Context: an optimization exercise on an open-source flow, tuned for small area. The choices shown serve that exercise and are no tape-out recipe.
RTL that was checked went through simulation tests only; none was proved equivalent to the original.
Only the layout flow was run in runs 5 and 6; the RTL was not checked for function there.
Power is estimated from default activity; no workload was simulated.

### design/flow/config.mk
export PLATFORM = sky130hd
export DESIGN_NAME = vga_sprite_car_core
export DESIGN_NICKNAME = vga_sprite_car_core
export VERILOG_FILES = /design/flow/design.v
export SDC_FILE = /design/flow/constraint.sdc
export NUM_CORES = 4
export LEC_CHECK = 0
export ABC_AREA = 1
export CAP_MARGIN = 0
export CORE_MARGIN = 2
export CORE_UTILIZATION = 40
export CTS_BUF_LIST = sky130_fd_sc_hd__clkbuf_16
export CTS_CLUSTER_DIAMETER = 100
export CTS_CLUSTER_SIZE = 30
export PLACE_DENSITY = 0.6
export SLEW_MARGIN = 0
export SYNTH_MEMORY_MAX_BITS = 16384
### design/flow/constraint.sdc
create_clock -name core_clock -period 10.0 [get_ports {clk}]
set_input_delay 2.0000 -clock core_clock [delete_from_list [all_inputs] [get_ports {clk}]]
set_output_delay 2.0000 -clock core_clock [all_outputs]
set_load 0.01 [all_outputs]
### design/flow/design.v
module car_ram_lut (
   input  logic [3:0] yf,
   input  logic [4:0] xm,
   output logic [1:0] code
);
   always_comb
      case ({yf, xm})
         9'd2: code = 2'd3;
         9'd3: code = 2'd3;
         9'd4: code = 2'd3;
         9'd5: code = 2'd3;
         9'd6: code = 2'd3;
         9'd7: code = 2'd3;
         9'd8: code = 2'd3;
         9'd9: code = 2'd3;
         9'd10: code = 2'd3;
         9'd11: code = 2'd3;
         9'd34: code = 2'd3;
         9'd35: code = 2'd3;
         9'd36: code = 2'd3;
         9'd37: code = 2'd3;
         9'd38: code = 2'd3;
         9'd39: code = 2'd3;
         9'd40: code = 2'd3;
         9'd41: code = 2'd3;
         9'd42: code = 2'd3;
         9'd43: code = 2'd3;
         9'd66: code = 2'd3;
         9'd67: code = 2'd3;
         9'd68: code = 2'd3;
         9'd69: code = 2'd3;
         9'd70: code = 2'd3;
         9'd71: code = 2'd3;
         9'd72: code = 2'd3;
         9'd73: code = 2'd3;
         9'd74: code = 2'd3;
         9'd75: code = 2'd3;
         9'd82: code = 2'd3;
         9'd83: code = 2'd3;
         9'd84: code = 2'd3;
         9'd85: code = 2'd3;
         9'd86: code = 2'd3;
         9'd87: code = 2'd3;
         9'd88: code = 2'd3;
         9'd89: code = 2'd3;
         9'd90: code = 2'd3;
         9'd91: code = 2'd3;
         9'd98: code = 2'd3;
         9'd99: code = 2'd3;
         9'd100: code = 2'd3;
         9'd101: code = 2'd3;
         9'd102: code = 2'd3;
         9'd103: code = 2'd3;
         9'd104: code = 2'd3;
         9'd105: code = 2'd3;
         9'd106: code = 2'd3;
         9'd107: code = 2'd3;
         9'd114: code = 2'd3;
         9'd115: code = 2'd3;
         9'd116: code = 2'd3;
         9'd117: code = 2'd3;
         9'd118: code = 2'd3;
         9'd119: code = 2'd3;
         9'd120: code = 2'd3;
         9'd121: code = 2'd3;
         9'd122: code = 2'd3;
         9'd123: code = 2'd3;
         9'd130: code = 2'd3;
         9'd131: code = 2'd3;
         9'd132: code = 2'd3;
         9'd133: code = 2'd3;
         9'd134: code = 2'd3;
         9'd135: code = 2'd3;
         9'd136: code = 2'd3;
         9'd137: code = 2'd3;
         9'd138: code = 2'd3;
         9'd139: code = 2'd3;
         9'd146: code = 2'd3;
         9'd147: code = 2'd3;
         9'd148: code = 2'd3;
         9'd149: code = 2'd3;
         9'd150: code = 2'd3;
         9'd151: code = 2'd3;
         9'd152: code = 2'd3;
         9'd153: code = 2'd3;
         9'd154: code = 2'd3;
         9'd155: code = 2'd3;
         9'd162: code = 2'd3;
         9'd163: code = 2'd3;
         9'd164: code = 2'd3;
         9'd165: code = 2'd3;
         9'd166: code = 2'd3;
         9'd167: code = 2'd3;
         9'd168: code = 2'd3;
         9'd169: code = 2'd3;
         9'd170: code = 2'd3;
         9'd171: code = 2'd3;
         9'd178: code = 2'd3;
         9'd179: code = 2'd3;
         9'd180: code = 2'd3;
         9'd181: code = 2'd3;
         9'd182: code = 2'd3;
         9'd183: code = 2'd3;
         9'd184: code = 2'd3;
         9'd185: code = 2'd3;
         9'd186: code = 2'd3;
         9'd187: code = 2'd3;
         9'd194: code = 2'd3;
         9'd195: code = 2'd3;
         9'd196: code = 2'd3;
         9'd197: code = 2'd3;
         9'd198: code = 2'd3;
         9'd199: code = 2'd3;
         9'd200: code = 2'd3;
         9'd201: code = 2'd3;
         9'd202: code = 2'd3;
         9'd203: code = 2'd3;
         9'd210: code = 2'd3;
         9'd211: code = 2'd3;
         9'd212: code = 2'd3;
         9'd213: code = 2'd3;
         9'd214: code = 2'd3;
         9'd215: code = 2'd3;
         9'd216: code = 2'd3;
         9'd217: code = 2'd3;
         9'd218: code = 2'd3;
         9'd219: code = 2'd3;
         9'd229: code = 2'd1;
         9'd230: code = 2'd1;
         9'd231: code = 2'd1;
         9'd246: code = 2'd1;
         9'd247: code = 2'd1;
         9'd261: code = 2'd1;
         9'd262: code = 2'd1;
         9'd263: code = 2'd1;
         9'd278: code = 2'd1;
         9'd279: code = 2'd1;
         9'd290: code = 2'd2;
         9'd291: code = 2'd2;
         9'd292: code = 2'd2;
         9'd293: code = 2'd2;
         9'd294: code = 2'd2;
         9'd295: code = 2'd2;
         9'd296: code = 2'd2;
         9'd297: code = 2'd2;
         9'd298: code = 2'd2;
         9'd299: code = 2'd2;
         9'd300: code = 2'd2;
         9'd301: code = 2'd2;
         9'd302: code = 2'd2;
         9'd303: code = 2'd2;
         9'd304: code = 2'd2;
         9'd305: code = 2'd2;
         9'd306: code = 2'd2;
         9'd307: code = 2'd2;
         9'd308: code = 2'd2;
         9'd309: code = 2'd2;
         9'd310: code = 2'd2;
         9'd311: code = 2'd2;
         9'd312: code = 2'd2;
         9'd313: code = 2'd2;
         9'd314: code = 2'd2;
         9'd315: code = 2'd2;
         9'd322: code = 2'd2;
         9'd323: code = 2'd2;
         9'd324: code = 2'd2;
         9'd325: code = 2'd2;
         9'd326: code = 2'd2;
         9'd327: code = 2'd2;
         9'd328: code = 2'd2;
         9'd329: code = 2'd2;
         9'd330: code = 2'd2;
         9'd331: code = 2'd2;
         9'd332: code = 2'd2;
         9'd333: code = 2'd2;
         9'd334: code = 2'd2;
         9'd335: code = 2'd2;
         9'd336: code = 2'd2;
         9'd337: code = 2'd2;
         9'd338: code = 2'd2;
         9'd339: code = 2'd2;
         9'd340: code = 2'd2;
         9'd341: code = 2'd2;
         9'd342: code = 2'd2;
         9'd343: code = 2'd2;
         9'd344: code = 2'd2;
         9'd345: code = 2'd2;
         9'd346: code = 2'd2;
         9'd347: code = 2'd2;
         9'd352: code = 2'd1;
         9'd353: code = 2'd1;
         9'd354: code = 2'd1;
         9'd355: code = 2'd1;
         9'd356: code = 2'd1;
         9'd357: code = 2'd1;
         9'd358: code = 2'd1;
         9'd359: code = 2'd1;
         9'd360: code = 2'd1;
         9'd361: code = 2'd1;
         9'd362: code = 2'd1;
         9'd363: code = 2'd1;
         9'd364: code = 2'd2;
         9'd365: code = 2'd2;
         9'd366: code = 2'd2;
         9'd367: code = 2'd2;
         9'd368: code = 2'd1;
         9'd369: code = 2'd1;
         9'd370: code = 2'd1;
         9'd371: code = 2'd1;
         9'd372: code = 2'd1;
         9'd373: code = 2'd1;
         9'd374: code = 2'd2;
         9'd375: code = 2'd2;
         9'd376: code = 2'd2;
         9'd377: code = 2'd2;
         9'd378: code = 2'd2;
         9'd379: code = 2'd2;
         9'd380: code = 2'd2;
         9'd381: code = 2'd2;
         9'd384: code = 2'd1;
         9'd385: code = 2'd1;
         9'd386: code = 2'd1;
         9'd387: code = 2'd1;
         9'd388: code = 2'd1;
         9'd389: code = 2'd1;
         9'd390: code = 2'd1;
         9'd391: code = 2'd1;
         9'd392: code = 2'd1;
         9'd393: code = 2'd1;
         9'd394: code = 2'd1;
         9'd395: code = 2'd1;
         9'd396: code = 2'd2;
         9'd397: code = 2'd2;
         9'd398: code = 2'd2;
         9'd399: code = 2'd2;
         9'd400: code = 2'd1;
         9'd401: code = 2'd1;
         9'd402: code = 2'd1;
         9'd403: code = 2'd1;
         9'd404: code = 2'd1;
         9'd405: code = 2'd1;
         9'd406: code = 2'd2;
         9'd407: code = 2'd2;
         9'd408: code = 2'd2;
         9'd409: code = 2'd2;
         9'd410: code = 2'd2;
         9'd411: code = 2'd2;
         9'd412: code = 2'd2;
         9'd413: code = 2'd2;
         9'd416: code = 2'd1;
         9'd417: code = 2'd1;
         9'd418: code = 2'd2;
         9'd419: code = 2'd2;
         9'd420: code = 2'd3;
         9'd421: code = 2'd3;
         9'd422: code = 2'd2;
         9'd423: code = 2'd2;
         9'd424: code = 2'd3;
         9'd425: code = 2'd3;
         9'd426: code = 2'd2;
         9'd427: code = 2'd2;
         9'd428: code = 2'd3;
         9'd429: code = 2'd2;
         9'd430: code = 2'd2;
         9'd431: code = 2'd2;
         9'd432: code = 2'd2;
         9'd433: code = 2'd2;
         9'd434: code = 2'd1;
         9'd435: code = 2'd1;
         9'd436: code = 2'd1;
         9'd437: code = 2'd1;
         9'd438: code = 2'd1;
         9'd439: code = 2'd1;
         9'd440: code = 2'd2;
         9'd441: code = 2'd2;
         9'd442: code = 2'd2;
         9'd443: code = 2'd2;
         9'd444: code = 2'd2;
         9'd445: code = 2'd2;
         9'd446: code = 2'd2;
         9'd450: code = 2'd2;
         9'd451: code = 2'd2;
         9'd452: code = 2'd3;
         9'd453: code = 2'd3;
         9'd454: code = 2'd2;
         9'd455: code = 2'd2;
         9'd456: code = 2'd3;
         9'd457: code = 2'd3;
         9'd458: code = 2'd2;
         9'd459: code = 2'd2;
         9'd460: code = 2'd3;
         9'd461: code = 2'd3;
         9'd462: code = 2'd2;
         9'd463: code = 2'd2;
         9'd464: code = 2'd2;
         9'd465: code = 2'd2;
         9'd466: code = 2'd1;
         9'd467: code = 2'd1;
         9'd468: code = 2'd1;
         9'd469: code = 2'd1;
         9'd470: code = 2'd1;
         9'd471: code = 2'd1;
         9'd472: code = 2'd2;
         9'd473: code = 2'd2;
         9'd474: code = 2'd2;
         9'd475: code = 2'd2;
         9'd476: code = 2'd2;
         9'd477: code = 2'd2;
         9'd478: code = 2'd2;
         9'd479: code = 2'd2;
         9'd482: code = 2'd2;
         9'd483: code = 2'd2;
         9'd484: code = 2'd3;
         9'd485: code = 2'd3;
         9'd486: code = 2'd2;
         9'd487: code = 2'd2;
         9'd488: code = 2'd3;
         9'd489: code = 2'd3;
         9'd490: code = 2'd2;
         9'd491: code = 2'd2;
         9'd492: code = 2'd3;
         9'd493: code = 2'd3;
         9'd494: code = 2'd2;
         9'd495: code = 2'd2;
         9'd496: code = 2'd2;
         9'd497: code = 2'd2;
         9'd498: code = 2'd1;
         9'd499: code = 2'd1;
         9'd500: code = 2'd1;
         9'd501: code = 2'd1;
         9'd502: code = 2'd1;
         9'd503: code = 2'd1;
         9'd504: code = 2'd2;
         9'd505: code = 2'd2;
         9'd506: code = 2'd2;
         9'd507: code = 2'd2;
         9'd508: code = 2'd2;
         9'd509: code = 2'd2;
         9'd510: code = 2'd2;
         9'd511: code = 2'd2;
         default: code = 2'd0;
      endcase
endmodule
module car_src (
   input  logic [10:0] p,
   input  logic [5:0]  p_hi_m1,
   input  logic        p_hi_nz,
   input  logic [10:0] p0,
   output logic        hit
);
   logic [5:0] g;
   assign g[0] = 1'b1;
   for (genvar k = 0; k < 5; k++) begin : c
      assign g[k+1] = (~p0[k] & p[k]) | (~p0[k] & g[k]) | (p[k] & g[k]);
   end
   assign hit = g[5] ? (p0[10:5] == p[10:5])
                     : (p_hi_nz && (p0[10:5] == p_hi_m1));
endmodule
module vga_sprite_car_core
   #(parameter CD = 12,    
               ADDR_WIDTH = 13,
               KEY_COLOR = 0
   )
   (
    input  logic clk, reset,
    input  logic [10:0] x, y,
    input  logic cs,
    input  logic write,
    input  logic [13:0] addr,
    input  logic [31:0] wr_data,
    input  logic [11:0] si_rgb,
    output logic [11:0] so_rgb
   );
   localparam N = 20;
   logic [10:0] xo [0:N-1];
   logic [10:0] yo [0:N-1];
   logic [3:0]  ct [0:N-1];
   logic [N-1:0] vld;
   logic bypass_reg;
   logic wr_reg;
   logic [5:0] a;
   logic a_x, a_y, a_c;
   assign wr_reg = cs & write & addr[13];
   assign a = addr[5:0];
   always_comb begin
      a_x = 1'b0; a_y = 1'b0; a_c = 1'b0;
      for (int k = 0; k < N; k++) begin
         if (a == 6'(3*k+1)) a_x = 1'b1;
         if (a == 6'(3*k+2)) a_y = 1'b1;
         if (a == 6'(3*k+3)) a_c = 1'b1;
      end
   end
   logic [10:0] dx, dy;
   logic [3:0]  dc;
   assign dx = ~(wr_data[10:0] & {11{a_x}});    
   assign dy = ~(wr_data[10:0] & {11{a_y}});
   assign dc = wr_data[3:0] & {4{a_c}};
   always_ff @(posedge clk, posedge reset)
      if (reset)
         bypass_reg <= 1'b0;
      else if (wr_reg && a == 6'd0)
         bypass_reg <= wr_data[0];
   logic [5:0] x_hi_m1, y_hi_m1;
   logic x_hi_nz, y_hi_nz, base_hit;
   assign x_hi_m1 = x[10:5] - 6'd1;
   assign y_hi_m1 = y[10:5] - 6'd1;
   assign x_hi_nz = |x[10:5];
   assign y_hi_nz = |y[10:5];
   assign base_hit = ~x_hi_nz & ~y_hi_nz;    
   logic [N-1:0] hit;
   logic [14:0] d [0:N-1];
   genvar i;
   generate
      for (i = 0; i < N; i++) begin : spr
         logic wx, wy, wc, ws, hx, hy;
         assign wx = wr_reg && a == 6'(3*i+1);
         assign wy = wr_reg && a == 6'(3*i+2);
         assign wc = wr_reg && a == 6'(3*i+3);
         assign ws = wx | wy | wc;
         always_ff @(posedge clk)
            if (wx | (ws & ~vld[i])) xo[i] <= dx;
         always_ff @(posedge clk)
            if (wy | (ws & ~vld[i])) yo[i] <= dy;
         always_ff @(posedge clk)
            if (wc | (ws & ~vld[i])) ct[i] <= dc;
         always_ff @(posedge clk, posedge reset)
            if (reset)
               vld[i] <= 1'b0;
            else if (ws)
               vld[i] <= 1'b1;
         car_src hxu (.p(x), .p_hi_m1(x_hi_m1), .p_hi_nz(x_hi_nz), .p0(~xo[i]), .hit(hx));
         car_src hyu (.p(y), .p_hi_m1(y_hi_m1), .p_hi_nz(y_hi_nz), .p0(~yo[i]), .hit(hy));
         assign hit[i] = vld[i] ? (hx & hy) : base_hit;
         assign d[i] = {vld[i], ct[i], ~yo[i][4:0], ~xo[i][4:0]};
      end
   endgenerate
   logic [14:0] ds, de;
   always_comb begin
      ds = d[N-1];
      for (int k = N-2; k >= 0; k--)
         if (hit[k]) ds = d[k];
   end
   assign de = ds[14] ? ds : 15'd0;
   logic covered;
   assign covered = |hit;
   logic [4:0] xr, yr, xm;
   logic [3:0] yf;
   logic [1:0] img, body, code;
   assign xr = x[4:0] - de[4:0];
   assign yr = y[4:0] - de[9:5];
   assign img = de[11:10];
   assign body = de[13:12];
   assign xm = xr ^ {5{img[0]}};
   assign yf = yr[3:0] ^ {4{yr[4]}};
   car_ram_lut rom (.yf(yf), .xm(xm), .code(code));
   logic [1:0] code_reg, ecode_reg, body_reg;
   always_ff @(posedge clk)
      code_reg <= img[1] ? 2'd0 : code;
   always_ff @(posedge clk) begin
      ecode_reg <= covered ? code_reg : 2'd0;
      body_reg <= body;
   end
   logic [11:0] spr_rgb;
   always_comb
      case (ecode_reg)
         2'd1: spr_rgb = 12'h0f0;
         2'd2:
            case (body_reg)
               2'd0: spr_rgb = 12'hfff;
               2'd1: spr_rgb = 12'hf00;
               2'd2: spr_rgb = 12'hfa0;
               default: spr_rgb = 12'h088;
            endcase
         default: spr_rgb = 12'hf00;
      endcase
   assign so_rgb = (bypass_reg || ecode_reg == 2'd0) ? si_rgb : spr_rgb;
endmodule
### design/flow/run.sh
#!/bin/bash
# synth_recipe.tcl (not shown) runs the flow's synth.tcl, then flattens the netlist and writes it again
# the make line also repeats each setting of config.mk as NAME=value (left out here)
make -C /OpenROAD-flow-scripts/flow DESIGN_CONFIG=/design/flow/config.mk WORK_HOME=/design/flow/orfs CLKGATE_MAP_FILE= SYNTH_SCRIPT=/design/flow/synth_recipe.tcl finish
==> impl_metrics.toml, run 1 <==
[routing]
drt_first_iter_violations = 2443
route.detailed.drc = 0
avgRoutedWirePerCell_um = 22.2
drt_pre_antenna_iters = 6
detailroute.via_count = 23108
route.final.wire_length_mm = 92.3
postRouteAntennaNets = 0
detail_route.vias_per_cell = 5.57

[layout]
fraction_of_final_layout_cells_with_drive_strength_greater_than_1 = 0.0572
fillCellCount = 7078
layout.area.seq_sq_um = 16300
multi_input_comb_area_sq_um = 12300
fin_nets = 3269
areaGrowthSynthToFinish_pct = 8.45
utilization = 0.440
fin_area_sq_um = 32900
insertedDiodeCount = 0
reg_top3 = "xo: 220 flops, yo: 220 flops, ct: 80 flops"
final_cells = 4149

[worst_setup_path]
critical_path_peak_fanout = 15
timing.critical_path.to_type = "flip-flop"
timing.critical_path.max_delay_family = "compound AO/OA/AOI/OAI gates"
critPathRequiredTime_ns = 10.54
cp-start-kind = "primary input"
buffers_inverters_on_critical_path = 5
timing.reg2reg.setup_slack_ns = 3.22
worst-path-stages = 41
r2r-end = "code_reg[0]"
worstRegToRegCells = 40
cell_with_the_largest_stage_delay_on_the_worst_path = "clkdlybuf4s50_1"
r2r_start = "yo[17][6]"
critical_path_arrival_ns = 9.58
critical-path-top-cell-by-count = "nand2_1"
critical_path_class = "in2reg"
cpPeakStageDelay_ns = 0.49

[global_routing]
maximum_number_of_pins_on_one_net_before_global_route_repair = 36
number_of_antenna_violations_at_the_first_check_in_global_routing = 0
grt_first_pass_wirelength_mm = 137
grtUsageTotal = 0.233
overflow = 0
via_count_of_the_first_global_routing_pass = 21691

[synthesis]
cell_area_after_technology_mapping_sq_um = 30300
ys_types = 69
compound_gate_portion_of_the_synthesized_area = 0.132
yosys_register_bits = 547
combinational_family_with_the_most_area_after_synthesis = "simple AND/OR/NAND/NOR gates"
synth.yosys.seq_area_share = 0.536
synth_top_cell_area_share = 0.515
synth_largest_area_cell = "edfxtp_1"
avgSynthCellArea_sq_um = 9.72
yosys_warnings = 6
post_synth_and_or_nand_nor_area_fraction = 0.158
synth-async-reset-ratio = 0.0384
synth_fp_nets = 3224
synthMostInstantiatedCell = "nand2_1"
post_synth_fa_ha_maj_area_fraction = 0.0105
post_synth_main_area_contributors = "edfxtp_1, nand2_1, xor2_1"
synthXorXnorAreaFrac = 0.106
synth_common_cells = "nand2_1, edfxtp_1, inv_1"
number_of_synthesized_flops_with_an_enable_pin = 520
yosys_most_used_dff = "edfxtp_1"
synthCells = 3119
synth_mux_area_frac = 0

[cts]
cts_tree = "built"
cts_root_buffer = "clkbuf_16"
postCtsSetupRepairBufs = 0
cts.sink_count = 547
numCtsBuffers = 22
htree_num_levels = 1
cts.path.max_buffers = 3
clkLatencyLatePin_ns = 0.61
cts-resized-gates = 0
clkSlewWorstSetupHoldPaths_ns = 0.12
cts_hold_repair.buffers = 0

[place]
dp_hpwl_mm = 68.8
dp_slack_ns = 0.428
detailed_place.area_sq_um = 32200
place_inst = 4109
port-buffer-count = 67
globalplace.congestion = 0.955

[worst_hold_path]
min_path_type = "reg2reg"
worstHoldPathCells = 2
min-delay-start = "code_reg[0]"
timing.hold.worst_endpoint = "ecode_reg[0]"

[timing]
totalNegativeSetupSlack_ns = 0
fmax_ghz = 0.111
grt_setup_unrepaired = "false"
max_slew_margin = 0.269
timing.final.hold_violations = 0
setup_viol = 0
post-route-worst-setup-slack_ns = 0.954
final.setup_skew_ns = 0.0210
finalWorstPathRequiredPeriod_ns = 9.05
slew_violations = 0
hold-worst-slack_ns = 0.445
final_min_period_over_clock_period = 0.905
timing_worst_slew_pin_value_ns = 1.09

[die]
floorplan.die_area_sq_um = 78000
initial_core_util = 0.406
ios = 96
floorplan.die.height_um = 279
core_ar_sq_um = 74700
fp.dieW_um = 279
row_count = 100

[flow_run]
maxCapViolations = 0

[run_status]
outcome = "finished clean"

[power_and_ir_drop]
power-per-cell-area_nw_per_um2 = 129
leakagePower_nw = 13.0
sum_of_internal_switching_and_leakage_power_mw = 4.25
irDropWorstVdd_mv = 0.0954
[cell type report]
| class | count | area share |
|---|---|---|
| clock inverter | 18 | 0.00293 |
| clock buffer | 22 | 0.0167 |
| multi-input combinational | 2146 | 0.375 |
| tap | 969 | 0.0369 |
| sequential | 547 | 0.494 |
| inverter | 294 | 0.0337 |
| timing repair buffer | 153 | 0.0401 |
[cells by family (layout without fill, tap and decap cells)]
group,Yosys count,in the layout
and+or+nand+nor,1109,1109
AOI/OAI and AO/OA,649,649
DFF,547,547
buffers and inverters,426,487
xor gates and xnor gates,363,363
adders and majority gates,25,25
[worst register-to-register path: cells and delay by family (launching register included)]
kind | cells | cell delay (ns)
compound gates | 21 | 3.41
xor+xnor | 1 | 0.23
fa+ha+maj | 2 | 0.64
buf+inv | 1 | 0.25
flops | 1 | 0.44
simple gates | 15 | 1.78
[worst max-delay path by stage]
stage          start     endpoint  slack [ns]
6_report        x[5]  code_reg[0]        0.95
5_1_grt         x[7]  code_reg[0]        0.20
4_1_cts         x[5]  code_reg[0]        1.03
3_5_place_dp    x[5]  code_reg[0]        0.43
3_3_place_gp    x[5]  code_reg[1]        0.43
2_1_floorplan   x[6]  code_reg[0]        2.51
[report_power, final]
part	internal [mW]	total (mW)	switching, mW
registers	2.54	2.54	0.00447
clock network	0.416	1.13	0.717
logic	0.186	0.577	0.391
[placed cells by master (no fill, tap or decap), types with 6 or more instances in the layout]
master / count
o221ai_1: 32
nand2_2: 11
o41ai_1: 15
nor3_1: 35
a21oi_1: 200
o211ai_1: 81
clkbuf_16: 22
dfrtp_1: 21
o21ai_0: 148
a31oi_1: 13
nor4_1: 28
dfxtp_1: 6
inv_1: 282
buf_4: 85
a21boi_1: 7
or2_2: 17
o31ai_1: 7
ha_1: 19
o2111ai_1: 13
nand3b_1: 13
a22oi_1: 9
nor2_1: 229
nand2_1: 586
nand3_1: 106
a221o_1: 9
nand4_1: 64
a211oi_1: 10
clkdlybuf4s50_1: 65
xor2_1: 206
edfxtp_1: 520
a21boi_0: 11
inv_2: 18
xnor2_1: 154
o22ai_1: 65
o21ai_1: 7
[layer usage]
layer | vias to the layer above | routed length, um | GRT usage
li1 | 11014 | - | -
met5 | - | 0 | 0
met3 | 88 | 5670 | 0.0178
met2 | 772 | 43000 | 0.387
met1 | 11234 | 41400 | 0.332
met4 | 0 | 2180 | 0.0564
==> inputs of run 2 (changes only) <==
--- a/design/flow/design.v
+++ b/design/flow/design.v
@@ -348,13 +348,10 @@
    input  logic [10:0] p0,
    output logic        hit
 );
-   logic [5:0] g;
-   assign g[0] = 1'b1;
-   for (genvar k = 0; k < 5; k++) begin : c
-      assign g[k+1] = (~p0[k] & p[k]) | (~p0[k] & g[k]) | (p[k] & g[k]);
-   end
-   assign hit = g[5] ? (p0[10:5] == p[10:5])
-                     : (p_hi_nz && (p0[10:5] == p_hi_m1));
+   logic lo_ok;
+   assign lo_ok = p0[4:0] <= p[4:0];
+   assign hit = lo_ok ? (p0[10:5] == p[10:5])
+                      : (p_hi_nz && (p0[10:5] == p_hi_m1));
 endmodule
 module vga_sprite_car_core
    #(parameter CD = 12,    
@@ -392,8 +389,8 @@
    end
    logic [10:0] dx, dy;
    logic [3:0]  dc;
-   assign dx = ~(wr_data[10:0] & {11{a_x}});    
-   assign dy = ~(wr_data[10:0] & {11{a_y}});
+   assign dx = wr_data[10:0] & {11{a_x}};
+   assign dy = wr_data[10:0] & {11{a_y}};
    assign dc = wr_data[3:0] & {4{a_c}};
    always_ff @(posedge clk, posedge reset)
       if (reset)
@@ -428,10 +425,10 @@
                vld[i] <= 1'b0;
             else if (ws)
                vld[i] <= 1'b1;
-         car_src hxu (.p(x), .p_hi_m1(x_hi_m1), .p_hi_nz(x_hi_nz), .p0(~xo[i]), .hit(hx));
-         car_src hyu (.p(y), .p_hi_m1(y_hi_m1), .p_hi_nz(y_hi_nz), .p0(~yo[i]), .hit(hy));
+         car_src hxu (.p(x), .p_hi_m1(x_hi_m1), .p_hi_nz(x_hi_nz), .p0(xo[i]), .hit(hx));
+         car_src hyu (.p(y), .p_hi_m1(y_hi_m1), .p_hi_nz(y_hi_nz), .p0(yo[i]), .hit(hy));
          assign hit[i] = vld[i] ? (hx & hy) : base_hit;
-         assign d[i] = {vld[i], ct[i], ~yo[i][4:0], ~xo[i][4:0]};
+         assign d[i] = {vld[i], ct[i], yo[i][4:0], xo[i][4:0]};
       end
    endgenerate
    logic [14:0] ds, de;
==> design/flow/config.mk (replaced) <==
export PLATFORM = sky130hd
export DESIGN_NAME = vga_sprite_car_core
export DESIGN_NICKNAME = vga_sprite_car_core
export VERILOG_FILES = /design/flow/design.v
export SDC_FILE = /design/flow/constraint.sdc
export NUM_CORES = 4
export LEC_CHECK = 0
export ABC_AREA = 1
export CAP_MARGIN = 20
export CORE_MARGIN = 2
export CORE_UTILIZATION = 40
export PLACE_DENSITY = 0.6
export SLEW_MARGIN = 20
export SYNTH_MEMORY_MAX_BITS = 16384
==> impl_metrics.toml, run 2 <==
[worst_setup_path]
timing.critical_path.to_type = "flip-flop"
critical_path_peak_fanout = 20
cpPeakStageDelay_ns = 0.62
critical_path_arrival_ns = 9.48
cp-start-kind = "primary input"
critPathRequiredTime_ns = 10.55
cell_with_the_largest_stage_delay_on_the_worst_path = "a2111oi_0"
critical-path-top-cell-by-count = "nand2_1"
critical_path_class = "in2reg"

[synthesis]
synth.yosys.seq_area_share = 0.493
synth_fp_nets = 3676
synth_common_cells = "nand2_1, edfxtp_1, nor2_1"
post_synth_main_area_contributors = "edfxtp_1, ha_1, nand2_1"
number_of_synthesized_flops_with_an_enable_pin = 520
yosys_register_bits = 547
avgSynthCellArea_sq_um = 9.78
synthCells = 3371
synth_largest_area_cell = "edfxtp_1"
yosys_warnings = 10
synth-async-reset-ratio = 0.0384
synthMostInstantiatedCell = "nand2_1"
synth_top_cell_area_share = 0.474
yosys_most_used_dff = "edfxtp_1"
ys_types = 76
cell_area_after_technology_mapping_sq_um = 33000

[run_status]
outcome = "finished clean"

[die]
initial_core_util = 0.403
core_ar_sq_um = 81800
floorplan.die.height_um = 291
floorplan.die_area_sq_um = 84700
row_count = 105
fp.dieW_um = 291
ios = 96

[power_and_ir_drop]
irDropWorstVdd_mv = 0.125
leakagePower_nw = 14.6
power-per-cell-area_nw_per_um2 = 151
sum_of_internal_switching_and_leakage_power_mw = 5.63

[timing]
fmax_ghz = 0.112
finalWorstPathRequiredPeriod_ns = 8.93
timing_worst_slew_pin_value_ns = 1.13
grt_setup_unrepaired = "false"
max_slew_margin = 0.241
slew_violations = 0
final.setup_skew_ns = 0.0144
setup_viol = 0
timing.final.hold_violations = 0
final_min_period_over_clock_period = 0.893
totalNegativeSetupSlack_ns = 0

[global_routing]
number_of_antenna_violations_at_the_first_check_in_global_routing = 1
via_count_of_the_first_global_routing_pass = 24299
overflow = 0
grt_first_pass_wirelength_mm = 148
maximum_number_of_pins_on_one_net_before_global_route_repair = 35
grtUsageTotal = 0.231

[layout]
insertedDiodeCount = 0
layout_commonest_cell = "nand2_1"
fin_nets = 3796
fin_area_sq_um = 37200
layout_common_cells = "nand2_1, edfxtp_1, inv_1"
reg_top3 = "xo: 220 flops, yo: 220 flops, ct: 80 flops"
fraction_of_final_layout_cells_with_drive_strength_greater_than_1 = 0.0817
fillCellCount = 7660
final_cells = 4609
areaGrowthSynthToFinish_pct = 12.9

[cts]
cts.path.max_buffers = 3
cts_root_buffer = "clkbuf_16"
clkSlewWorstSetupHoldPaths_ns = 0.06
cts_hold_repair.buffers = 0
htree_num_levels = 2
numCtsBuffers = 59
cts-resized-gates = 0
postCtsSetupRepairBufs = 0
cts.sink_count = 547
cts_tree = "built"
clkLatencyLatePin_ns = 0.63

[flow_run]
maxCapViolations = 0

[worst_hold_path]
min_path_type = "reg2reg"

[place]
globalplace.congestion = 0.921
dp_hpwl_mm = 73.2
place_inst = 4500
port-buffer-count = 67
detailed_place.area_sq_um = 35200

[routing]
detail_route.vias_per_cell = 5.43
postRouteAntennaNets = 0
route.final.wire_length_mm = 99.1
avgRoutedWirePerCell_um = 21.5
detailroute.via_count = 25043
drt_first_iter_violations = 2166
route.detailed.drc = 0
drt_pre_antenna_iters = 5
==> run 2: changes by cell type in the layout (fill, tap and decap cells not counted), sizes merged, moves of 40 or more <==
| cell | change |
|---|---|
| ha | +200 |
| nor2 | +75 |
| o22ai | -60 |
| xnor2 | -58 |
| clkbuf | +57 |
| xor2 | +51 |
| nand2 | +50 |
| o211ai | -40 |
==> run 2: kinds of logic after synthesis <==
| kind of cell | count (synthesis) | synth area share |
|---|---|---|
| and+or+nand+nor | 1247 | 0.163 |
| adders and majority gates | 221 | 0.0843 |
| muxes | 2 | 0.000607 |
| buffers and inverters | 422 | 0.0519 |
| xor gates and xnor gates | 356 | 0.0966 |
| AOI/OAI and AO/OA | 576 | 0.110 |
| DFF | 547 | 0.493 |
==> run 2: final timing paths <==
check	to	cells past startpoint	from	slack [ns]
hold reg to reg	ecode_reg[0]	2	code_reg[0]	0.43
max in group asynchronous	vld[11]	2	reset	7.40
setup / recovery	code_reg[0]	40	x[5]	1.07
min in group asynchronous	vld[3]	2	reset	1.99
setup reg to reg	code_reg[0]	42	yo[16][4]	3.02
hold / removal	ecode_reg[0]	2	code_reg[0]	0.43
==> run 2: power by group <==
| group | internal [mW] | switching [mW] | total (mW) |
|---|---|---|---|
| Clock | 1.37 | 0.928 | 2.30 |
| Combinational | 0.265 | 0.516 | 0.781 |
| Sequential | 2.54 | 0.00722 | 2.55 |
| Total | 4.18 | 1.45 | 5.63 |
==> run 2: layout make-up <==
| class | instances | area, sq um | share of cell area |
|---|---|---|---|
| flip-flops and latches | 547 | 16300 | 0.437 |
| multi-input cells | 2402 | 15000 | 0.404 |
| clock buffers | 79 | 1670 | 0.0450 |
| well taps | 1070 | 1340 | 0.0360 |
| repair buffers | 159 | 1340 | 0.0359 |
| inverters | 322 | 1210 | 0.0325 |
| clock inverters | 30 | 355 | 0.00955 |
==> run 2: per-layer routing <==
layer  share of wire  global-route usage
met5               0                   0
met4           0.034              0.0770
met3           0.059              0.0299
met2            0.46               0.378
met1            0.45               0.316
==> run 2: worst max-delay path, delay by kind of cell <==
kind	cells	cell delay (ns)
fa+ha+maj	3	1.02
xor+xnor	1	0.20
compound gates	15	2.98
buf+inv	6	1.39
simple gates	15	1.85
==> run 2: through the flow <==
stage,hold slack [ns],worst slack (ns),util
2_1_floorplan,0.394,2.06,-
3_3_place_gp,0.428,0.620,0.430
3_5_place_dp,0.418,0.487,0.430
4_1_cts,0.436,1.16,0.455
5_1_grt,0.448,0.385,0.455
6_report,0.428,1.07,0.455
==> inputs of run 3 (changes only) <==
--- a/design/flow/design.v
+++ b/design/flow/design.v
@@ -348,10 +348,13 @@
    input  logic [10:0] p0,
    output logic        hit
 );
-   logic lo_ok;
-   assign lo_ok = p0[4:0] <= p[4:0];
-   assign hit = lo_ok ? (p0[10:5] == p[10:5])
-                      : (p_hi_nz && (p0[10:5] == p_hi_m1));
+   logic [5:0] g;
+   assign g[0] = 1'b1;
+   for (genvar k = 0; k < 5; k++) begin : c
+      assign g[k+1] = (~p0[k] & p[k]) | (~p0[k] & g[k]) | (p[k] & g[k]);
+   end
+   assign hit = g[5] ? (p0[10:5] == p[10:5])
+                     : (p_hi_nz && (p0[10:5] == p_hi_m1));
 endmodule
 module vga_sprite_car_core
    #(parameter CD = 12,    
@@ -389,8 +392,8 @@
    end
    logic [10:0] dx, dy;
    logic [3:0]  dc;
-   assign dx = wr_data[10:0] & {11{a_x}};
-   assign dy = wr_data[10:0] & {11{a_y}};
+   assign dx = ~(wr_data[10:0] & {11{a_x}});    
+   assign dy = ~(wr_data[10:0] & {11{a_y}});
    assign dc = wr_data[3:0] & {4{a_c}};
    always_ff @(posedge clk, posedge reset)
       if (reset)
@@ -425,10 +428,10 @@
                vld[i] <= 1'b0;
             else if (ws)
                vld[i] <= 1'b1;
-         car_src hxu (.p(x), .p_hi_m1(x_hi_m1), .p_hi_nz(x_hi_nz), .p0(xo[i]), .hit(hx));
-         car_src hyu (.p(y), .p_hi_m1(y_hi_m1), .p_hi_nz(y_hi_nz), .p0(yo[i]), .hit(hy));
+         car_src hxu (.p(x), .p_hi_m1(x_hi_m1), .p_hi_nz(x_hi_nz), .p0(~xo[i]), .hit(hx));
+         car_src hyu (.p(y), .p_hi_m1(y_hi_m1), .p_hi_nz(y_hi_nz), .p0(~yo[i]), .hit(hy));
          assign hit[i] = vld[i] ? (hx & hy) : base_hit;
-         assign d[i] = {vld[i], ct[i], yo[i][4:0], xo[i][4:0]};
+         assign d[i] = {vld[i], ct[i], ~yo[i][4:0], ~xo[i][4:0]};
       end
    endgenerate
    logic [14:0] ds, de;
==> design/flow/flow/run.sh (new file) <==
#!/bin/bash
# The standard layout (standard.sh, the standard synthesis script included) with
# three changes made through ORFS's own variables:
#  - ABC maps the logic for area only (flow/abc_area.script: deepsyn, then an
#    area-recovering map, no delay-driven buffering or upsizing);
#  - clock tree synthesis without dummy loads;
#  - the port buffers are the smallest buffer cell.
# Registers are untouched: ABC runs without -dff, so the standard synthesis's
# flip-flops, their names and cell types, are kept.
set -euo pipefail
W=$PWD
rm -rf "$W/scripts_local"
cp -r "$FLOW_HOME/scripts" "$W/scripts_local"
cp "$W/flow/abc_area.script" "$W/scripts_local/abc_area.script"
export SCRIPTS_DIR="$W/scripts_local"
export CTS_ARGS="-sink_clustering_enable -repair_clock_nets -dont_use_dummy_load -buf_list sky130_fd_sc_hd__clkbuf_16 -sink_clustering_size 20 -sink_clustering_max_diameter 100"
export BUFFER_PORTS_ARGS="-buffer_cell sky130_fd_sc_hd__buf_1"
bash standard.sh > "$W/standard_flow.log" 2>&1
==> design/flow/flow/abc_area.script (new file) <==
strash
&get -n
&deepsyn -T 60
&put
dch -f
map -a
topo
dnsize -c
==> design/flow/standard.sh (new file) <==
#!/bin/bash
# synth_recipe.tcl (not shown) runs the flow's synth.tcl, then flattens the netlist and writes it again
# the make line also repeats each setting of config.mk as NAME=value (left out here)
make -C /OpenROAD-flow-scripts/flow DESIGN_CONFIG=/design/flow/config.mk WORK_HOME=/design/flow/orfs CLKGATE_MAP_FILE= SYNTH_SCRIPT=/design/flow/synth_recipe.tcl "${@:-finish}"
--- a/design/flow/config.mk
+++ b/design/flow/config.mk
@@ -6,9 +6,13 @@
 export NUM_CORES = 4
 export LEC_CHECK = 0
 export ABC_AREA = 1
-export CAP_MARGIN = 20
+export CAP_MARGIN = 0
 export CORE_MARGIN = 2
 export CORE_UTILIZATION = 40
+export CTS_BUF_LIST = sky130_fd_sc_hd__clkbuf_16
+export CTS_CLUSTER_DIAMETER = 100
+export CTS_CLUSTER_SIZE = 20
+export GPL_TIMING_DRIVEN = 0
 export PLACE_DENSITY = 0.6
-export SLEW_MARGIN = 20
+export SLEW_MARGIN = 0
 export SYNTH_MEMORY_MAX_BITS = 16384
removed: design/flow/run.sh
==> impl_metrics.toml, run 3 <==
[run_status]
outcome = "finished clean"

[timing]
grt_setup_unrepaired = "false"
timing_worst_slew_pin_value_ns = 1.40
slew_violations = 0
final.setup_skew_ns = 0.0350
max_slew_margin = 0.0689
hold-worst-slack_ns = 0.422
totalNegativeSetupSlack_ns = 0
setup_viol = 0
post-route-worst-setup-slack_ns = 0.406
timing.final.hold_violations = 0
finalWorstPathRequiredPeriod_ns = 9.59
final_min_period_over_clock_period = 0.959
fmax_ghz = 0.104

[synthesis]
cell_area_after_technology_mapping_sq_um = 28200
avgSynthCellArea_sq_um = 10.6
synth_top_cell_area_share = 0.555
synth.yosys.seq_area_share = 0.577
synthCells = 2658
ys_types = 55
number_of_synthesized_flops_with_an_enable_pin = 520
synth-async-reset-ratio = 0.0384
post_synth_main_area_contributors = "edfxtp_1, nand2_1, xor2_1"
synth_largest_area_cell = "edfxtp_1"
yosys_warnings = 6
synth_common_cells = "edfxtp_1, nand2_1, clkinv_1"
synth_fp_nets = 2763
yosys_register_bits = 547
synthMostInstantiatedCell = "edfxtp_1"
yosys_most_used_dff = "edfxtp_1"

[die]
ios = 96
initial_core_util = 0.403
row_count = 97
fp.dieW_um = 269
core_ar_sq_um = 69900
floorplan.die_area_sq_um = 72500
floorplan.die.height_um = 269

[global_routing]
maximum_number_of_pins_on_one_net_before_global_route_repair = 42
via_count_of_the_first_global_routing_pass = 21671
overflow = 0
grtUsageTotal = 0.256
grt_first_pass_wirelength_mm = 140
number_of_antenna_violations_at_the_first_check_in_global_routing = 3

[flow_run]
maxCapViolations = 0

[layout]
areaGrowthSynthToFinish_pct = 10.9
insertedDiodeCount = 0
layout_commonest_cell = "edfxtp_1"
reg_top3 = "xo: 220 flops, yo: 220 flops, ct: 80 flops"
layout_common_cells = "edfxtp_1, nand2_1, clkinv_1"
fraction_of_final_layout_cells_with_drive_strength_greater_than_1 = 0.0762
fin_nets = 2901
fin_area_sq_um = 31200
utilization = 0.447
final_cells = 3734

[cts]
cts_tree = "built"
htree_num_levels = 1
numCtsBuffers = 31
cts_root_buffer = "clkbuf_16"
cts.sink_count = 547
cts.path.max_buffers = 3
clkSlewWorstSetupHoldPaths_ns = 0.08
clkLatencyLatePin_ns = 0.63

[worst_setup_path]
critPathRequiredTime_ns = 10.51
cell_with_the_largest_stage_delay_on_the_worst_path = "fa_1"
cp-start-kind = "primary input"
cpPeakStageDelay_ns = 0.44
buffers_inverters_on_critical_path = 9
critical_path_peak_fanout = 21
timing.critical_path.max_delay_family = "compound AO/OA/AOI/OAI gates"
critical-path-top-cell-by-count = "nand2_1"
timing.critical_path.to_type = "flip-flop"
critical_path_class = "in2reg"
worstRegToRegCells = 36
worst-path-stages = 44
critical_path_arrival_ns = 10.11

[routing]
route.detailed.drc = 0
detailroute.via_count = 22890
drt_pre_antenna_iters = 6
route.final.wire_length_mm = 95.9
detail_route.vias_per_cell = 6.13
avgRoutedWirePerCell_um = 25.7
drt_first_iter_violations = 2269
postRouteAntennaNets = 0

[place]
dp_slack_ns = -4.33
place_inst = 3690
globalplace.congestion = 1.01
detailed_place.area_sq_um = 29900
dp_hpwl_mm = 70.1
port-buffer-count = 67

[power_and_ir_drop]
leakagePower_nw = 10.5
power-per-cell-area_nw_per_um2 = 142
irDropWorstVdd_mv = 0.159
sum_of_internal_switching_and_leakage_power_mw = 4.42

[worst_hold_path]
worstHoldPathCells = 2
min_path_type = "reg2reg"
## run 3: cell types whose count changed after synthesis, sizes merged, moves of 64 or more
cell and delta:
a21oi -65, a22oi +64, clkinv +274, ha -200, inv -316, nand2 -312, o22ai +115, xor2 -124
## run 3: cells by family after synthesis
| family | Yosys count | synth area share |
|---|---|---|
| compound gates | 774 | 0.180 |
| xor+xnor | 251 | 0.0781 |
| fa+ha+maj | 23 | 0.0106 |
| buf+inv | 280 | 0.0373 |
| flops | 547 | 0.577 |
| simple gates | 783 | 0.116 |
## run 3: worst paths after layout
check	from	to	slack [ns]
worst max-delay path	y[6]	code_reg[0]	0.41
worst min-delay path	code_reg[1]	ecode_reg[1]	0.42
worst max register to register	xo[6][2]	code_reg[0]	2.47
worst min register to register	code_reg[1]	ecode_reg[1]	0.42
max in group asynchronous	reset	vld[9]	7.94
min in group asynchronous	reset	vld[3]	1.56
## run 3: per-layer routing
| metal | global-route usage | up-vias | wire length, um |
|---|---|---|---|
| met4 | 0.0826 | 4 | 3370 |
| met1 | 0.355 | 11292 | 40000 |
| met5 | 0 | - | 21 |
| met3 | 0.0331 | 180 | 8300 |
| met2 | 0.418 | 1185 | 44200 |
| li1 | - | 10229 | - |
## run 3: report_power, final
| part | internal, mW | switching, mW | leakage [nW] |
|---|---|---|---|
| Sequential | 2.55 | 0.0107 | 5.61 |
| Clock | 0.548 | 0.726 | 0.382 |
| Combinational | 0.166 | 0.426 | 4.53 |
## run 3: what timing repair did
action,4_1_cts,5_1_grt
hold buffers,0,0
pin swaps,5,3
cloned,0,0
resized for setup,65,65
endpoints found under the setup margin,6,2
buffers inserted,4,8
## run 3: cell type report
cell class | instances | area [sq um]
fill | 6644 | 38700
multi-input combinational | 1831 | 11200
tap | 940 | 1180
timing repair buffer | 105 | 701
sequential | 547 | 16300
inverter | 280 | 1140
clock buffer | 31 | 776
## run 3: worst reg2reg max path, delay by kind of cell, from the launching register on
family | cells | cell delay, ns
AND/OR/NAND/NOR | 10 | 1.80
adder cells (fa/ha/maj) | 2 | 0.61
AO/OA/AOI/OAI | 18 | 3.50
flip-flops | 1 | 0.39
buffers and inverters | 5 | 0.96
XOR/XNOR | 1 | 0.15
==> inputs of run 4 (changes only) <==
--- a/design/flow/config.mk
+++ b/design/flow/config.mk
@@ -12,7 +12,6 @@
 export CTS_BUF_LIST = sky130_fd_sc_hd__clkbuf_16
 export CTS_CLUSTER_DIAMETER = 100
 export CTS_CLUSTER_SIZE = 20
-export GPL_TIMING_DRIVEN = 0
 export PLACE_DENSITY = 0.6
 export SLEW_MARGIN = 0
 export SYNTH_MEMORY_MAX_BITS = 16384
==> impl_metrics.toml, run 4 <==
[die]
core_ar_sq_um = 69900
row_count = 97
floorplan.die_area_sq_um = 72500
ios = 96
floorplan.die.height_um = 269
fp.dieW_um = 269
initial_core_util = 0.403

[synthesis]
synth-async-reset-ratio = 0.0384
synth_largest_area_cell = "edfxtp_1"
synth_common_cells = "edfxtp_1, nand2_1, clkinv_1"
number_of_synthesized_flops_with_an_enable_pin = 520
synth.yosys.seq_area_share = 0.577
avgSynthCellArea_sq_um = 10.6
ys_types = 55
synthCells = 2658
synthMostInstantiatedCell = "edfxtp_1"
yosys_warnings = 6
yosys_most_used_dff = "edfxtp_1"
post_synth_main_area_contributors = "edfxtp_1, nand2_1, xor2_1"
cell_area_after_technology_mapping_sq_um = 28200
synth_top_cell_area_share = 0.555
synth_fp_nets = 2763
yosys_register_bits = 547

[layout]
layout_commonest_cell = "edfxtp_1"
areaGrowthSynthToFinish_pct = 12.0
final_cells = 3846
layout_common_cells = "edfxtp_1, nand2_1, clkinv_1"
fillCellCount = 6625
insertedDiodeCount = 0
fraction_of_final_layout_cells_with_drive_strength_greater_than_1 = 0.0826
fin_nets = 3013
reg_top3 = "xo: 220 flops, yo: 220 flops, ct: 80 flops"

[timing]
final.setup_skew_ns = 0.0201
timing.final.hold_violations = 0
finalWorstPathRequiredPeriod_ns = 9.26
fmax_ghz = 0.108
final_min_period_over_clock_period = 0.926
timing_worst_slew_pin_value_ns = 1.32
post-route-worst-setup-slack_ns = 0.735
slew_violations = 0
setup_viol = 0
max_slew_margin = 0.121

[global_routing]
via_count_of_the_first_global_routing_pass = 21848
grt_first_pass_wirelength_mm = 142
grtUsageTotal = 0.262
overflow = 0
maximum_number_of_pins_on_one_net_before_global_route_repair = 36
number_of_antenna_violations_at_the_first_check_in_global_routing = 3

[cts]
cts.sink_count = 547
cts_tree = "built"
numCtsBuffers = 31
cts.path.max_buffers = 3
clkSlewWorstSetupHoldPaths_ns = 0.09
cts_root_buffer = "clkbuf_16"
htree_num_levels = 1
cts_hold_repair.buffers = 0
clkLatencyLatePin_ns = 0.63

[power_and_ir_drop]
power_report.internal_total_mw = 3.27
pwr-share-comb = 0.136
pwr-share-seq = 0.577
clockPowerShare = 0.287
switching_share = 0.262
power-per-cell-area_nw_per_um2 = 140
leakagePower_nw = 10.9
switching_power_mw = 1.16
irDropWorstVdd_mv = 0.181

[worst_hold_path]
min_path_type = "reg2reg"

[place]
place_inst = 3813
globalplace.congestion = 1.03
dp_hpwl_mm = 74.0
port-buffer-count = 67
dp_slack_ns = -0.102

[worst_setup_path]
timing.critical_path.max_delay_family = "compound AO/OA/AOI/OAI gates"
cp-start-kind = "primary input"
critical_path_arrival_ns = 9.79
critPathRequiredTime_ns = 10.52
critical-path-top-cell-by-count = "nand2_1"
critical_path_class = "in2reg"
timing.critical_path.to_type = "flip-flop"
cpPeakStageDelay_ns = 0.86
cell_with_the_largest_stage_delay_on_the_worst_path = "o41ai_1"
buffers_inverters_on_critical_path = 8
critical_path_peak_fanout = 9

[routing]
postRouteAntennaNets = 0
route.final.wire_length_mm = 97.7
detail_route.vias_per_cell = 5.95
drt_first_iter_violations = 2417
detailroute.via_count = 22874
avgRoutedWirePerCell_um = 25.4
drt_pre_antenna_iters = 5
route.detailed.drc = 0

[run_status]
outcome = "finished clean"

[flow_run]
maxCapViolations = 0
-- run 4: cell count changes in the layout (fill, tap and decap cells not counted), sizes merged --
cell and change:
buf +102, inv -6, bufinv -1, clkinv +14
clkinvlp -7, clkbuf +10
-- run 4: cells by family after synthesis --
family / share of synthesized area
XOR/XNOR: 0.0781
AND/OR/NAND/NOR: 0.116
AO/OA/AOI/OAI: 0.180
buffers and inverters: 0.0373
adder cells (fa/ha/maj): 0.0106
flip-flops: 0.577
-- run 4: layout make-up --
cell class,instances,area (sq um),area share
Inverter,280,1050,0.0334
Sequential cell,547,16300,0.516
Multi-Input combinational cell,1831,10900,0.345
Tap cell,940,1180,0.0373
Clock buffer,31,776,0.0246
Timing Repair Buffer,217,1400,0.0442
-- run 4: what timing repair did --
item                                    in CTS  in global routing
hold endpoints to repair                     0                  0
resized for setup                            0                  6
buffers inserted                             0                  1
endpoints found under the setup margin       0                  2
-- run 4: metrics by stage --
| stage | total power [mW] | hold slack (ns) | area, sq um | util | setup TNS (ns) |
|---|---|---|---|---|---|
| 2_1_floorplan | 2.93 | 0.388 | 28200 | - | 0 |
| 3_3_place_gp | 3.19 | 0.426 | 30700 | 0.440 | -0.0224 |
| 3_5_place_dp | 3.20 | 0.425 | 30700 | 0.440 | -0.102 |
| 4_1_cts | 4.44 | 0.444 | 31500 | 0.451 | 0 |
| 5_1_grt | 4.56 | 0.467 | 31500 | 0.451 | -0.0162 |
| 6_report | 4.43 | 0.440 | 31500 | 0.451 | 0 |
-- run 4: metal layers --
layer  GRT usage  up-vias  routed length [um]
li1            -    10446                   -
met1       0.356    11130               40600
met2       0.432     1085               45400
met3      0.0364      207                7930
met4      0.0860        6                3750
met5           0        -                  35
-- run 4: power groups by stage --
stage	Combinational (mW)	Clock (mW)	Sequential, mW
after floorplan	0.322	0	2.60
after global placement	0.583	0	2.61
after detailed placement	0.595	0	2.61
after CTS	0.597	1.29	2.56
after global routing	0.651	1.35	2.56
final	0.604	1.27	2.56
-- run 4: worst register-to-register path: cells and delay by family, from the launching register on --
kind | cells | cell delay [ns]
buffers and inverters | 5 | 0.62
xor gates and xnor gates | 1 | 0.15
and+or+nand+nor | 15 | 1.85
AOI/OAI and AO/OA | 16 | 3.77
adders and majority gates | 2 | 0.64
DFF | 1 | 0.43
-- run 4: final timing paths --
check / start / to / slack (ns) / cells after the start
max: y[5] / code_reg[0] / 0.74 / 47
min: code_reg[0] / ecode_reg[0] / 0.44 / 2
max reg2reg: xo[15][1] / code_reg[0] / 2.50 / 39
min reg2reg: code_reg[0] / ecode_reg[0] / 0.44 / 2
max in group asynchronous: reset / vld[1] / 8.01 / 2
min in group asynchronous: reset / vld[11] / 1.53 / 2
==> inputs of run 5 (changes only) <==
--- a/design/flow/design.v
+++ b/design/flow/design.v
@@ -353,8 +353,9 @@
    for (genvar k = 0; k < 5; k++) begin : c
       assign g[k+1] = (~p0[k] & p[k]) | (~p0[k] & g[k]) | (p[k] & g[k]);
    end
-   assign hit = g[5] ? (p0[10:5] == p[10:5])
-                     : (p_hi_nz && (p0[10:5] == p_hi_m1));
+   logic [5:0] tgt;
+   assign tgt = g[5] ? p[10:5] : p_hi_m1;
+   assign hit = (g[5] | p_hi_nz) & (p0[10:5] == tgt);
 endmodule
 module vga_sprite_car_core
    #(parameter CD = 12,    
@@ -412,17 +413,14 @@
    genvar i;
    generate
       for (i = 0; i < N; i++) begin : spr
-         logic wx, wy, wc, ws, hx, hy;
-         assign wx = wr_reg && a == 6'(3*i+1);
-         assign wy = wr_reg && a == 6'(3*i+2);
-         assign wc = wr_reg && a == 6'(3*i+3);
-         assign ws = wx | wy | wc;
+         logic ws, hx, hy;
+         assign ws = wr_reg && a >= 6'(3*i+1) && a <= 6'(3*i+3);
          always_ff @(posedge clk)
-            if (wx | (ws & ~vld[i])) xo[i] <= dx;
+            if (ws & (a_x | ~vld[i])) xo[i] <= dx;
          always_ff @(posedge clk)
-            if (wy | (ws & ~vld[i])) yo[i] <= dy;
+            if (ws & (a_y | ~vld[i])) yo[i] <= dy;
          always_ff @(posedge clk)
-            if (wc | (ws & ~vld[i])) ct[i] <= dc;
+            if (ws & (a_c | ~vld[i])) ct[i] <= dc;
          always_ff @(posedge clk, posedge reset)
             if (reset)
                vld[i] <= 1'b0;
@@ -434,13 +432,20 @@
          assign d[i] = {vld[i], ct[i], ~yo[i][4:0], ~xo[i][4:0]};
       end
    endgenerate
-   logic [14:0] ds, de;
+   logic [N-1:0] sel, above;
    always_comb begin
-      ds = d[N-1];
-      for (int k = N-2; k >= 0; k--)
-         if (hit[k]) ds = d[k];
+      above[0] = 1'b0;
+      for (int k = 1; k < N; k++)
+         above[k] = above[k-1] | hit[k-1];
+      for (int k = 0; k < N; k++)
+         sel[k] = (k == N-1 ? 1'b1 : hit[k]) & ~above[k] & vld[k];
+   end
+   logic [13:0] de;
+   always_comb begin
+      de = 14'd0;
+      for (int k = 0; k < N; k++)
+         de = de | ({14{sel[k]}} & d[k][13:0]);
    end
-   assign de = ds[14] ? ds : 15'd0;
    logic covered;
    assign covered = |hit;
    logic [4:0] xr, yr, xm;
--- a/design/flow/flow/run.sh
+++ b/design/flow/flow/run.sh
@@ -1,8 +1,8 @@
 #!/bin/bash
 # The standard layout (standard.sh, the standard synthesis script included) with
 # three changes made through ORFS's own variables:
-#  - ABC maps the logic for area only (flow/abc_area.script: deepsyn, then an
-#    area-recovering map, no delay-driven buffering or upsizing);
+#  - ABC maps the logic for area only (flow/abc_area.script: deepsyn, then
+#    area-oriented &nf map with the delay target relaxed, no buffering or upsizing);
 #  - clock tree synthesis without dummy loads;
 #  - the port buffers are the smallest buffer cell.
 # Registers are untouched: ABC runs without -dff, so the standard synthesis's
==> design/flow/flow/abc_area.script (replaced) <==
strash
&get -n
&deepsyn -J 10 -T 900
&put
strash
&get -n
&nf -p -R 1000
&put
topo
dnsize -c
==> design/flow/config.mk (replaced) <==
export PLATFORM = sky130hd
export DESIGN_NAME = vga_sprite_car_core
export DESIGN_NICKNAME = vga_sprite_car_core
export VERILOG_FILES = /design/flow/design.v
export SDC_FILE = /design/flow/constraint.sdc
export NUM_CORES = 4
export LEC_CHECK = 0
export ABC_AREA = 1
export CAP_MARGIN = 10
export CORE_MARGIN = 2
export CORE_UTILIZATION = 40
export PLACE_DENSITY = 0.6
export SLEW_MARGIN = 10
export SYNTH_MEMORY_MAX_BITS = 16384
==> impl_metrics.toml, run 5 <==
[place]
dp_hpwl_mm = 62.4
globalplace.congestion = 0.905
port-buffer-count = 67
dp_slack_ns = -1.48

[cts]
cts.sink_count = 547
cts_hold_repair.buffers = 0
cts_tree = "built"
htree_num_levels = 1
cts.path.max_buffers = 3
clkLatencyLatePin_ns = 0.62
clkSlewWorstSetupHoldPaths_ns = 0.09
numCtsBuffers = 31
cts_root_buffer = "clkbuf_16"

[synthesis]
synth_top_cell_area_share = 0.573
yosys_register_bits = 547
synth-async-reset-ratio = 0.0384
number_of_synthesized_flops_with_an_enable_pin = 520
cell_area_after_technology_mapping_sq_um = 27300
synth_largest_area_cell = "edfxtp_1"
synth_common_cells = "edfxtp_1, a21oi_1, nor2_1"
synth.yosys.seq_area_share = 0.597
synthMostInstantiatedCell = "edfxtp_1"
avgSynthCellArea_sq_um = 12.6
ys_types = 54
synthCells = 2171
yosys_most_used_dff = "edfxtp_1"
yosys_warnings = 6
post_synth_main_area_contributors = "edfxtp_1, maj3_1, xnor2_1"
synth_fp_nets = 2276

[worst_setup_path]
cpPeakStageDelay_ns = 0.54
critical_path_peak_fanout = 8
critical_path_class = "in2reg"
critical_path_arrival_ns = 11.15
critPathRequiredTime_ns = 10.54
cell_with_the_largest_stage_delay_on_the_worst_path = "xnor2_1"
timing.critical_path.to_type = "flip-flop"
cp-start-kind = "primary input"
critical-path-top-cell-by-count = "buf_4"
timing.reg2reg.setup_slack_ns = 0.49

[layout]
areaGrowthSynthToFinish_pct = 15.6
fraction_of_final_layout_cells_with_drive_strength_greater_than_1 = 0.138
multi_input_comb_area_sq_um = 10900
fin_nets = 2602
insertedDiodeCount = 0
layout_common_cells = "edfxtp_1, buf_4, a21oi_1"
layout.area.seq_sq_um = 16300
reg_top3 = "xo: 220 flops, yo: 220 flops, ct: 80 flops"
layout_commonest_cell = "edfxtp_1"
fillCellCount = 6095

[power_and_ir_drop]
sum_of_internal_switching_and_leakage_power_mw = 4.68
irDropWorstVdd_mv = 0.134
power-per-cell-area_nw_per_um2 = 149
leakagePower_nw = 11.2

[global_routing]
overflow = 0
via_count_of_the_first_global_routing_pass = 18603
maximum_number_of_pins_on_one_net_before_global_route_repair = 29
number_of_antenna_violations_at_the_first_check_in_global_routing = 2
grt_first_pass_wirelength_mm = 121
grtUsageTotal = 0.228

[die]
core_ar_sq_um = 67300
floorplan.die.height_um = 265
initial_core_util = 0.405
row_count = 95
floorplan.die_area_sq_um = 70200
ios = 96
fp.dieW_um = 265

[routing]
drt_first_iter_violations = 1853
avgRoutedWirePerCell_um = 24.2
detail_route.vias_per_cell = 5.73
route.detailed.drc = 0
route.final.wire_length_mm = 81.5
detailroute.via_count = 19291
drt_pre_antenna_iters = 6
postRouteAntennaNets = 0

[timing]
final_min_period_over_clock_period = 1.06
setup_viol = 2
finalWorstPathRequiredPeriod_ns = 10.60
timing_worst_slew_pin_value_ns = 1.19
fmax_ghz = 0.0943
post-route-worst-setup-slack_ns = -0.605
grt_setup_unrepaired = "true"
totalNegativeSetupSlack_ns = -1.14
max_slew_margin = 0.184
timing.final.hold_violations = 0
slew_violations = 0
final.setup_skew_ns = 0.0402

[flow_run]
maxCapViolations = 0

[worst_hold_path]
min_path_type = "reg2reg"

[run_status]
layout.failed_checks = "setup timing"
outcome = "finished with violations"
==> run 5: cell types whose count changed after synthesis, sizes merged, moves of 23 or more <==
cell	change
o22ai	-92
mux2	+27
nand2	-232
nor2b	+25
mux2i	+98
a22oi	-65
nand3	-58
clkinv	-147
a31oi	-23
o21ai	-55
nand2b	+37
maj3	+118
nor2	-108
==> run 5: cell type report <==
class                           count  share of cell area
Tap cell                          873              0.0347
Timing Repair Buffer              293              0.0642
Inverter                          133              0.0160
Sequential cell                   547               0.516
Clock buffer                       31              0.0246
Multi-Input combinational cell   1491               0.345
==> run 5: metal layers <==
| metal | vias up | GRT usage | wire length (um) |
|---|---|---|---|
| li1 | 8954 | - | - |
| met1 | 9517 | 0.324 | 36100 |
| met2 | 715 | 0.367 | 37300 |
| met3 | 105 | 0.0368 | 6050 |
| met4 | 0 | 0.0565 | 2030 |
| met5 | - | 0 | 0 |
==> run 5: critical path: cells and delay by family <==
kind                       cells  cell delay [ns]
xor gates and xnor gates       2             0.67
AOI/OAI and AO/OA             19             2.77
and+or+nand+nor               13             3.45
adders and majority gates      3             1.04
buffers and inverters          8             1.20
==> run 5: kinds of logic after synthesis <==
logic type,after synthesis,share of synthesized area
xor gates and xnor gates,243,0.0781
muxes,125,0.0471
buffers and inverters,133,0.0183
and+or+nand+nor,463,0.0818
adders and majority gates,141,0.0543
DFF,547,0.597
AOI/OAI and AO/OA,519,0.124
==> run 5: what timing repair did <==
item                                    4_1_cts  5_1_grt
endpoints found under the hold margin         0        0
endpoints found under the setup margin        2        2
pin swaps                                    28       20
resized for setup                            45       15
buffers inserted                              8        6
==> run 5: worst paths after layout <==
path                                  start            to  cells past startpoint
worst max-delay path                   x[0]   code_reg[1]                     45
min in group asynchronous             reset    bypass_reg                      2
max in group asynchronous             reset       vld[12]                      2
worst min-delay path            code_reg[0]  ecode_reg[0]                      1
worst max register to register     xo[0][1]   code_reg[1]                     43
worst min register to register  code_reg[0]  ecode_reg[0]                      1
==> run 5: where the power goes <==
part	total [mW]	internal, mW	leakage [nW]	switching (mW)
Combinational	0.807	0.316	5.13	0.491
Sequential	2.61	2.57	5.73	0.0364
Clock	1.27	0.548	0.382	0.722
Total	4.68	3.43	11.2	1.25
==> run 5: per-stage QoR <==
step / cell area (sq um) / util / hold WS (ns) / instances
3_5_place_dp: 30400 / 0.452 / 0.427 / 3322
4_1_cts: 31400 / 0.466 / 0.448 / 3360
2_1_floorplan: 27400 / - / 0.414 / 2171
6_report: 31500 / 0.468 / 0.441 / 3368
5_1_grt: 31500 / 0.468 / 0.470 / 3368
3_3_place_gp: 30400 / 0.452 / 0.425 / 3322
==> inputs of run 6 (changes only) <==
--- a/design/flow/config.mk
+++ b/design/flow/config.mk
@@ -9,6 +9,7 @@
 export CAP_MARGIN = 10
 export CORE_MARGIN = 2
 export CORE_UTILIZATION = 40
+export GPL_TIMING_DRIVEN = 0
 export PLACE_DENSITY = 0.6
 export SLEW_MARGIN = 10
 export SYNTH_MEMORY_MAX_BITS = 16384
==> impl_metrics.toml, run 6 <==
[run_status]
outcome = "finished with violations"
layout.failed_checks = "setup timing"

[timing]
max_slew_margin = 0.179
timing_worst_slew_pin_value_ns = 1.23
setup_viol = 2
finalWorstPathRequiredPeriod_ns = 10.76
fmax_ghz = 0.0929
timing.final.hold_violations = 0
final_min_period_over_clock_period = 1.08
totalNegativeSetupSlack_ns = -1.46
final.setup_skew_ns = 0.0386
grt_setup_unrepaired = "true"
hold-worst-slack_ns = 0.443
post-route-worst-setup-slack_ns = -0.760
slew_violations = 0

[worst_setup_path]
timing.critical_path.from = "y[1]"
buffers_inverters_on_critical_path = 9
timing.reg2reg.setup_slack_ns = 0.30
cp-start-kind = "primary input"
r2r-end = "code_reg[1]"
critical_path_arrival_ns = 11.24
cpPeakStageDelay_ns = 0.72
crit_path_end = "code_reg[1]"
worstRegToRegCells = 46
r2r_start = "xo[1][1]"
timing.critical_path.max_delay_family = "compound AO/OA/AOI/OAI gates"
critPathRequiredTime_ns = 10.48
critical_path_class = "in2reg"
timing.critical_path.to_type = "flip-flop"
critical-path-top-cell-by-count = "buf_4"
worst-path-stages = 43
cell_with_the_largest_stage_delay_on_the_worst_path = "a2111oi_0"
critical_path_peak_fanout = 33

[routing]
route.detailed.drc = 0
drt_first_iter_violations = 2005
avgRoutedWirePerCell_um = 25.3
detailroute.via_count = 19039
route.final.wire_length_mm = 81.4
detail_route.vias_per_cell = 5.92
postRouteAntennaNets = 0
drt_pre_antenna_iters = 5

[global_routing]
groute.layer.met3.usage = 0.0231
grt_first_pass_wirelength_mm = 119
overflow = 0
grtUsageTotal = 0.227
maximum_number_of_pins_on_one_net_before_global_route_repair = 34
grt_met1_usage = 0.320
global_route.usage.met2 = 0.364
via_count_of_the_first_global_routing_pass = 18490
grt_busiest_layer = "met2"
number_of_antenna_violations_at_the_first_check_in_global_routing = 1

[synthesis]
synth_common_cells = "edfxtp_1, a21oi_1, nor2_1"
yosys_warnings = 6
post_synth_main_area_contributors = "edfxtp_1, maj3_1, xnor2_1"
ys_types = 54
synth_top_cell_area_share = 0.573
avgSynthCellArea_sq_um = 12.6
synth_fp_nets = 2276
synthCells = 2171
synth_largest_area_cell = "edfxtp_1"
synthMostInstantiatedCell = "edfxtp_1"
synth.yosys.seq_area_share = 0.597
number_of_synthesized_flops_with_an_enable_pin = 520
cell_area_after_technology_mapping_sq_um = 27300
yosys_most_used_dff = "edfxtp_1"
synth-async-reset-ratio = 0.0384
yosys_register_bits = 547

[layout]
layout.area.seq_sq_um = 16300
multi_input_comb_area_sq_um = 11300
layout_commonest_cell = "edfxtp_1"
fin_nets = 2448
layout_common_cells = "edfxtp_1, nor2_1, a21oi_1"
insertedDiodeCount = 0
fin_area_sq_um = 31000
fraction_of_final_layout_cells_with_drive_strength_greater_than_1 = 0.112
utilization = 0.460
areaGrowthSynthToFinish_pct = 13.6
fillCellCount = 6023
reg_top3 = "xo: 220 flops, yo: 220 flops, ct: 80 flops"

[die]
core_ar_sq_um = 67300
fp.dieW_um = 265
floorplan.die_area_sq_um = 70200
row_count = 95
floorplan.die.height_um = 265
initial_core_util = 0.405
ios = 96

[power_and_ir_drop]
leakagePower_nw = 10.7
irDropWorstVdd_mv = 0.122
sum_of_internal_switching_and_leakage_power_mw = 4.69
power-per-cell-area_nw_per_um2 = 151

[place]
dp_hpwl_mm = 58.0
globalplace.congestion = 0.872
detailed_place.area_sq_um = 29000
port-buffer-count = 67

[flow_run]
maxCapViolations = 0

[cts]
cts_tree = "built"
cts_root_buffer = "clkbuf_16"
numCtsBuffers = 31
clkSlewWorstSetupHoldPaths_ns = 0.08
cts.sink_count = 547
htree_num_levels = 1
clkLatencyLatePin_ns = 0.62
cts.path.max_buffers = 3

[worst_hold_path]
min_path_type = "reg2reg"
[run 6: cells by family (layout without fill, tap and decap cells)]
family / after synthesis / count (layout) / synth area share
mux: 125 / 125 / 0.0471
flops: 547 / 547 / 0.597
simple gates: 463 / 463 / 0.0818
fa+ha+maj: 141 / 141 / 0.0543
buf+inv: 133 / 301 / 0.0183
compound gates: 519 / 519 / 0.124
xor+xnor: 243 / 245 / 0.0781
[run 6: worst register-to-register path: cells and delay by family (launching register included)]
family / cells / cell delay [ns]
compound gates: 17 / 2.83
xor+xnor: 4 / 0.70
fa+ha+maj: 5 / 1.43
buf+inv: 5 / 0.69
flops: 1 / 0.43
mux: 1 / 0.20
simple gates: 14 / 3.29
[run 6: where the power goes]
part,switching [mW],internal (mW),leakage [nW]
Combinational,0.518,0.301,4.56
Clock,0.712,0.547,0.382
Sequential,0.0394,2.57,5.73
[run 6: cell type report]
type                    instances  share of cell area
clock buffers                  31              0.0251
inverters                     133              0.0171
multi-input cells            1493               0.366
flip-flops and latches        547               0.525
well taps                     873              0.0353
repair buffers                137              0.0314
[run 6: timing repair]
item,CTS,global route
cloned,3,0
gates resized for setup,122,20
pin swaps,50,23
setup buffers,48,5
setup endpoints to repair,6,2
hold buffers,0,0
endpoints found under the hold margin,0,0
[run 6: routing by layer]
| metal | share of wire | vias up |
|---|---|---|
| met3 | 0.066 | 114 |
| li1 | - | 8637 |
| met1 | 0.43 | 9514 |
| met2 | 0.46 | 774 |
| met4 | 0.039 | 0 |
| met5 | 0 | - |
[run 6: how the worst min path moves through the flow]
| stage | cells after the start | end | slack, ns | from |
|---|---|---|---|---|
| 5_1_grt | 1 | ecode_reg[1] | 0.46 | code_reg[1] |
| 3_3_place_gp | 1 | ecode_reg[0] | 0.42 | code_reg[0] |
| 3_5_place_dp | 1 | ecode_reg[1] | 0.42 | code_reg[1] |
| 4_1_cts | 1 | ecode_reg[1] | 0.44 | code_reg[1] |
| 2_1_floorplan | 1 | ecode_reg[0] | 0.41 | code_reg[0] |
| 6_report | 1 | ecode_reg[1] | 0.44 | code_reg[1] |
[run 6: per-stage QoR]
step / setup WS (ns) / std cells
after global routing: -1.13 / 3214
final: -0.760 / 3214
after CTS: -0.552 / 3199
after global placement: -4.91 / 3111
after detailed placement: -4.21 / 3117
after floorplan: -0.334 / 2171

Check on run 6: ideal ports give -0.760 ns setup slack; a clkbuf_16 on the clock port and buf_2 on the inputs give -0.758 ns; moving port delays by the midpoint clock arrival (0.663 ns) as well gives -1.421 ns.
